Background: an optimization exercise with open tools, aiming at small area and a short achievable clock period. Do not read the settings as production practice. Power figures rest on the tool's default switching activity, not on a simulated workload.

Setup of run 1:
// fp16
module fp16(
	input clk_50,reset_50,
	input [15:0] x_50,y_50,
	output [15:0] m_50,a_50
	);
==> flow/config.mk <==
export PLATFORM = sky130hd
export DESIGN_NAME = fp16
export DESIGN_NICKNAME = fp16
export VERILOG_FILES = /design/flow/design.v
export SDC_FILE = /design/flow/constraint.sdc
export NUM_CORES = 4
export LEC_CHECK = 0
export CAP_MARGIN = 20
export CORE_MARGIN = 2
export CORE_UTILIZATION = 40
export CTS_BUF_LIST = sky130_fd_sc_hd__clkbuf_4 sky130_fd_sc_hd__clkbuf_8
export PLACE_DENSITY = 0.6
export SETUP_SLACK_MARGIN = 2.0
export SLEW_MARGIN = 20
export SYNTH_HIERARCHICAL = 1
export SYNTH_MINIMUM_KEEP_SIZE = 0
==> flow/constraint.sdc <==
create_clock -name core_clock -period 6.0 [get_ports {clk_50}]
set_input_delay 1.2000 -clock core_clock [delete_from_list [all_inputs] [get_ports {clk_50}]]
set_output_delay 1.2000 -clock core_clock [all_outputs]
set_load 0.01 [all_outputs]
standard.sh (not shown) runs the stock make flow with config.mk's settings and CLKGATE_MAP_FILE= SYNTH_SCRIPT=/design/flow/synth_recipe.tcl, a recipe that flattens the netlist after the stock synthesis.
==> flow/flow/run.sh <==
#!/bin/bash
set -e
export BUFFER_PORTS_ARGS="-buffer_cell sky130_fd_sc_hd__buf_1"
bash standard.sh > standard.log 2>&1
Per the final summary, run 1 finished and its layout is clean on timing, DRC and antenna.
Modified inputs, run 2 compared to run 1
==> flow/run.sh (new file) <==
#!/bin/bash
# synth_recipe.tcl (not shown) runs the flow's synth.tcl, then flattens the netlist and writes it again
# the make line also repeats each setting of config.mk as NAME=value (left out here)
make -C /OpenROAD-flow-scripts/flow DESIGN_CONFIG=/design/flow/config.mk WORK_HOME=/design/flow/orfs CLKGATE_MAP_FILE= SYNTH_SCRIPT=/design/flow/synth_recipe.tcl finish
diff --git a/flow/config.mk b/flow/config.mk
--- a/flow/config.mk
+++ b/flow/config.mk
@@ -9,7 +9,5 @@
 export CORE_MARGIN = 2
 export CORE_UTILIZATION = 40
-export CTS_BUF_LIST = sky130_fd_sc_hd__clkbuf_4 sky130_fd_sc_hd__clkbuf_8
 export PLACE_DENSITY = 0.6
-export SETUP_SLACK_MARGIN = 2.0
 export SLEW_MARGIN = 20
 export SYNTH_HIERARCHICAL = 1
removed: flow/flow/run.sh
removed: flow/standard.sh
Results
Run 2 against run 1: number of instances in the synthesized netlist held, final standard cell count with taps included and fillers excluded went down 25, multi-input combinational area share went down 3.6 points, utilization went down 0.95 points.
Going from run 1 to run 2, the clock share of power was found to have gone up by 4.1 points.
Run 1 was larger in final cell area than run 2.
When run 2 is measured against run 1, its worst setup slack turns out 770 ps lower.
Taking run 1 as the reference point, the post-route worst hold slack of run 2 falls by 12 ps.
Per the final summary, run 2 finished and its layout is clean on timing, DRC and antenna.
--- input diff run 2..run 3 ---
diff --git a/flow/config.mk b/flow/config.mk
--- a/flow/config.mk
+++ b/flow/config.mk
@@ -10,4 +10,5 @@
 export CORE_UTILIZATION = 40
 export PLACE_DENSITY = 0.6
+export SETUP_SLACK_MARGIN = 2.5
 export SLEW_MARGIN = 20
 export SYNTH_HIERARCHICAL = 1
==> run notes <==
Both conditions hold for run 3: the flow ran to the end and the final layout passed the timing, DRC and antenna checks.
Run 3 vs run 2: detailed placer's ending HPWL up
Weighted congestion reported at the end of routability-driven placement, run 3 and run 2, higher one = run 3.
Re clock share of power: run 2 was higher than run 3.
[compare] base=run 2 new=run 3: global-route wire length before repair increased about 9%; number of vias per cell after detailed routing up 2.3%.
No functional check of the RTL was part of any run of this note.

========
## 11-21
Starting RTL as in the previous note.
Settings: LEC_CHECK=0, CAP_MARGIN=20, CORE_MARGIN=2, CORE_UTILIZATION=40, CTS_BUF_LIST=sky130_fd_sc_hd__clkbuf_4 sky130_fd_sc_hd__clkbuf_8, PLACE_DENSITY=0.6, SETUP_SLACK_MARGIN=2.5, SLEW_MARGIN=20, SYNTH_HIERARCHICAL=1, SYNTH_MINIMUM_KEEP_SIZE=0; clock period 6.0 ns.
==> flow/flow/run.sh <==
#!/bin/bash
set -e
export BUFFER_PORTS_ARGS="-buffer_cell sky130_fd_sc_hd__buf_1"
bash standard.sh > standard.log 2>&1
11-21: done, clean on timing, DRC and antenna
Input-level comparison between 07-03 and 11-21:
-- flow/config.mk --
<<< 11-21, line 12
export PLACE_DENSITY = 0.6
export SETUP_SLACK_MARGIN = 2.5
export SLEW_MARGIN = 20
>>> 07-03, line 12
export PLACE_DENSITY = 0.6
export SETUP_SLACK_MARGIN = 1.5
export SLEW_MARGIN = 20
Results
Compared with 11-21, in 07-03 total detailed-routing wirelength went down; met3 track demand over resource in global routing went down. The maximum clock frequency of 07-03 is lower than that of 11-21. 07-03 reports a lower final cell count than 11-21 does. Looking only at non-clock buffer total of the final layout, and setting everything else aside, the lower value of 07-03 and 11-21 goes to 07-03.
No run of this note included a check of the RTL's function; only the layout flow was run.

========
== job 2327 ==
fp16, a different RTL version from the one above (not shown whole).
Size: roughly 490 cells after synthesis, about 73 flip-flops, about 66 I/O pins.
// fp16
module fp16(
	input clk_50,reset_50,
	input [15:0] x_50,y_50,
	output [15:0] m_50,a_50
	);
clock: 6.0 ns
lec_check: 0
cap_margin: 20
core_margin: 2
core_utilization: 40
cts_buf_list: sky130_fd_sc_hd__clkbuf_4 sky130_fd_sc_hd__clkbuf_8
place_density: 0.6
setup_slack_margin: 2.2
slew_margin: 20
synth_hierarchical: 1
synth_minimum_keep_size: 0
==> flow/flow/run.sh <==
#!/bin/bash
set -e
export BUFFER_PORTS_ARGS="-buffer_cell sky130_fd_sc_hd__buf_1"
export CTS_ARGS="-sink_clustering_enable -repair_clock_nets -dont_use_dummy_load -buf_list {sky130_fd_sc_hd__clkbuf_4 sky130_fd_sc_hd__clkbuf_8}"
bash standard.sh > standard.log 2>&1
Job 2327: full flow OK, the timing, DRC and antenna checks passed
For job 1128, these inputs were changed with respect to job 2327:
Settings: SETUP_SLACK_MARGIN now 3.5, was 2.2.
==> comparison <==
In summary, job 1128 completed successfully, with a layout that passed the timing, DRC and antenna checks.
Post-layout net count up 66 in job 1128 wrt job 2327
Routed wire length is lower on job 2327
Looking at placed wire-length estimate, job 1128 sits about 8% above job 2327.
Per the comparison of job 1128 with job 2327, flip-flop and latch power has increased; synthesized area roughly the same; initial detailed-routing violation count now larger.
Inputs modified between job 1128 and job 9896:
Settings: swapping 3.5 for 2.5 in SETUP_SLACK_MARGIN.
Notes after the runs:
Changes observed in job 9896 relative to job 1128: power share of the combinational group went down; global router's overall resource usage now sits lower; post-layout instance area went down about 14%.
Final wirelength: job 9896 vs job 1128 down 16%
Job 9896 vs job 1128 — share of cell area taken by flip-flops and latches rose 3.2 points.
Diff job 1128 -> job 9896: utilization decreased 7.5 points; met3 routing resource usage after global routing decreased 1.6 points; sum of negative setup slack essentially unchanged.
## Diff of input files: job 3845 against job 9896
Settings: a change of SETUP_SLACK_MARGIN from 2.5 to 3.0.
==> run notes <==
Of job 3845 and job 9896, it is job 3845 that has the higher post-route worst setup slack.
Reported for job 9896 and job 3845, maximum buffer depth of the clock tree turned out identical to the last digit.
Re wire length after detailed routing: job 3845 is about 12% up on job 9896.
Job 3845 does better than job 9896 on final period demand of the worst path.
Relative to job 9896, the area of the multi-input gates of job 3845 is higher by about 3.7%.
When job 3845 is measured against job 9896, its buffer count excluding the clock tree in the final layout turns out 39 higher.
As far as number of cell instances on the worst register-to-register path goes, job 3845 and job 9896 are indistinguishable; the numbers are identical.
Of job 3845 and job 9896, it is job 3845 that has the lower share of the final layout cell area in sequential cells.
From job 3845 to job 9896, residual DRC count did not move at all.
No run of this note included a check of the RTL's function; only the layout flow was run.

========
run A:
fp16, a different RTL version from the one above (not shown whole).
Size: about 75 flip-flops, about 66 I/O pins.
Design fp16, start of the top module:
module fp16(
	input clk_50,reset_50,
	input [15:0] x_50,y_50,
	output [15:0] m_50,a_50
	);
reg        s1_s;
reg  [4:0] s1_e;
reg  [9:0] s1_xm, s1_ym;
reg        s1_nz;
always @(posedge clk_50) begin
	s1_s  <= x_50[15] ^ y_50[15];
	s1_e  <= x_50[14:10] + y_50[14:10] + 5'd17;	 
	s1_xm <= x_50[9:0];
	s1_ym <= y_50[9:0];
end
always @(posedge clk_50 or posedge reset_50) begin
	if (reset_50) s1_nz <= 1'b0;
	else          s1_nz <= (x_50 != 16'h0000) && (y_50 != 16'h0000);
end
wire [9:0] xm = s1_xm, ym = s1_ym;
wire [9:0] nxm = ~xm, nym = ~ym;
wire [9:0] npp [0:9];
genvar gi, gj;
generate for (gi = 0; gi < 10; gi = gi + 1) begin : g_pp
	for (gj = 0; gj < 10; gj = gj + 1) begin : g_pp2
		assign npp[gi][gj] = ~(xm[gi] & ym[gj]);
	end
end endgenerate
  wire hs0, hc0;
  fp16_xnor u_hx0 (.a(npp[0][9]), .b(npp[1][8]), .y(hs0));
  fp16_or u_ho0 (.a(npp[0][9]), .b(npp[1][8]), .y(hc0));
  wire fs1, fc1;
  fp16_fa u_fa1 (.a(nxm[0]), .b(nym[0]), .c(npp[1][9]), .s(fs1), .co(fc1));
  wire hs2, hc2;
  fp16_xnor u_hx2 (.a(npp[2][8]), .b(npp[3][7]), .y(hs2));
  fp16_or u_ho2 (.a(npp[2][8]), .b(npp[3][7]), .y(hc2));
  wire fs3, fc3;
  fp16_fa u_fa3 (.a(nxm[1]), .b(nym[1]), .c(npp[2][9]), .s(fs3), .co(fc3));
  wire hs4, hc4;
  fp16_xnor u_hx4 (.a(npp[3][8]), .b(npp[4][7]), .y(hs4));
  fp16_or u_ho4 (.a(npp[3][8]), .b(npp[4][7]), .y(hc4));
  ...
==> flow/config.mk <==
export PLATFORM = sky130hd
export DESIGN_NAME = fp16
export DESIGN_NICKNAME = fp16
export VERILOG_FILES = /design/flow/design.v
export SDC_FILE = /design/flow/constraint.sdc
export NUM_CORES = 4
export LEC_CHECK = 0
export CAP_MARGIN = 20
export CORE_MARGIN = 2
export CORE_UTILIZATION = 40
export CTS_BUF_LIST = sky130_fd_sc_hd__clkbuf_4 sky130_fd_sc_hd__clkbuf_8
export PLACE_DENSITY = 0.6
export SETUP_SLACK_MARGIN = 2.7
export SLEW_MARGIN = 20
export SYNTH_HIERARCHICAL = 1
export SYNTH_MINIMUM_KEEP_SIZE = 0
==> flow/constraint.sdc <==
create_clock -name core_clock -period 6.0 [get_ports {clk_50}]
set_input_delay 1.2000 -clock core_clock [delete_from_list [all_inputs] [get_ports {clk_50}]]
set_output_delay 1.2000 -clock core_clock [all_outputs]
set_load 0.01 [all_outputs]
Scripts as last shown in full above: flow/flow/run.sh
The inputs of run E differ from those of run A as listed below.
- SETUP_SLACK_MARGIN changed from 2.7 to 2.5
--- outcome ---
From run A to run E the numbers moved as follows: critical path depth saw a decrease; final wirelength saw a decrease; total power of the final layout went down by about 9%; worst setup slack now smaller.
Run A ended up with s2_p[4]$_DFF_P_ as its start point of the critical path; run E ended up with s1_ym[9]$_DFF_P_.
Function was not checked in any run of this note: the RTL went through the layout flow alone.

==> static timing again, ports no longer ideal <==
Ports are ideal in the flow. The routed layouts listed here were re-timed in OpenROAD. Step 1, drivers: a clkbuf_16 drives clk_50 and a buf_2 each remaining input, both assumed. Step 2 moves the port delays by t, midway between the first and last clock arrival at a register: inputs arrive t later, outputs are due t later. That takes back most of the time a late clock gives input paths. Slacks: ideal / step 1 / step 2; pairs: ideal / step 1.
run | t, ns | slack for setup (ns) | hold WS [ns] | worst setup path at the end
run 1 | 0.399 | 1.573 / 1.573 / 1.573 | 0.403 / 0.403 / 0.403 | register to register
run 2 | 0.379 | 0.799 / 0.799 / 0.799 | 0.392 / 0.392 / 0.392 | register to register
run 3 | 0.374 | 1.511 / 1.511 / 1.511 | 0.411 / 0.411 / 0.411 | register to register
11-21 | 0.399 | 1.573 / 1.573 / 1.573 | 0.403 / 0.403 / 0.403 | register to register
07-03 | 0.396 | 1.537 / 1.537 / 1.537 | 0.400 / 0.400 / 0.400 | register to register
job 2327 | 0.364 | 2.390 / 2.360 / 2.555 | 0.326 / 0.326 / 0.326 | register to register
job 1128 | 0.368 | 2.667 / 2.636 / 2.836 | 0.325 / 0.325 / 0.325 | register to register
job 9896 | 0.366 | 2.619 / 2.595 / 2.619 | 0.326 / 0.326 / 0.326 | register to register
job 3845 | 0.385 | 2.675 / 2.646 / 2.864 | 0.326 / 0.326 / 0.326 | register to register
run A | 0.362 | 2.759 / 2.729 / 2.801 | 0.329 / 0.329 / 0.329 | register to register
run E | 0.351 | 2.611 / 2.596 / 2.611 | 0.327 / 0.327 / 0.327 | register to register
After both steps setup and hold are still met in every run listed.
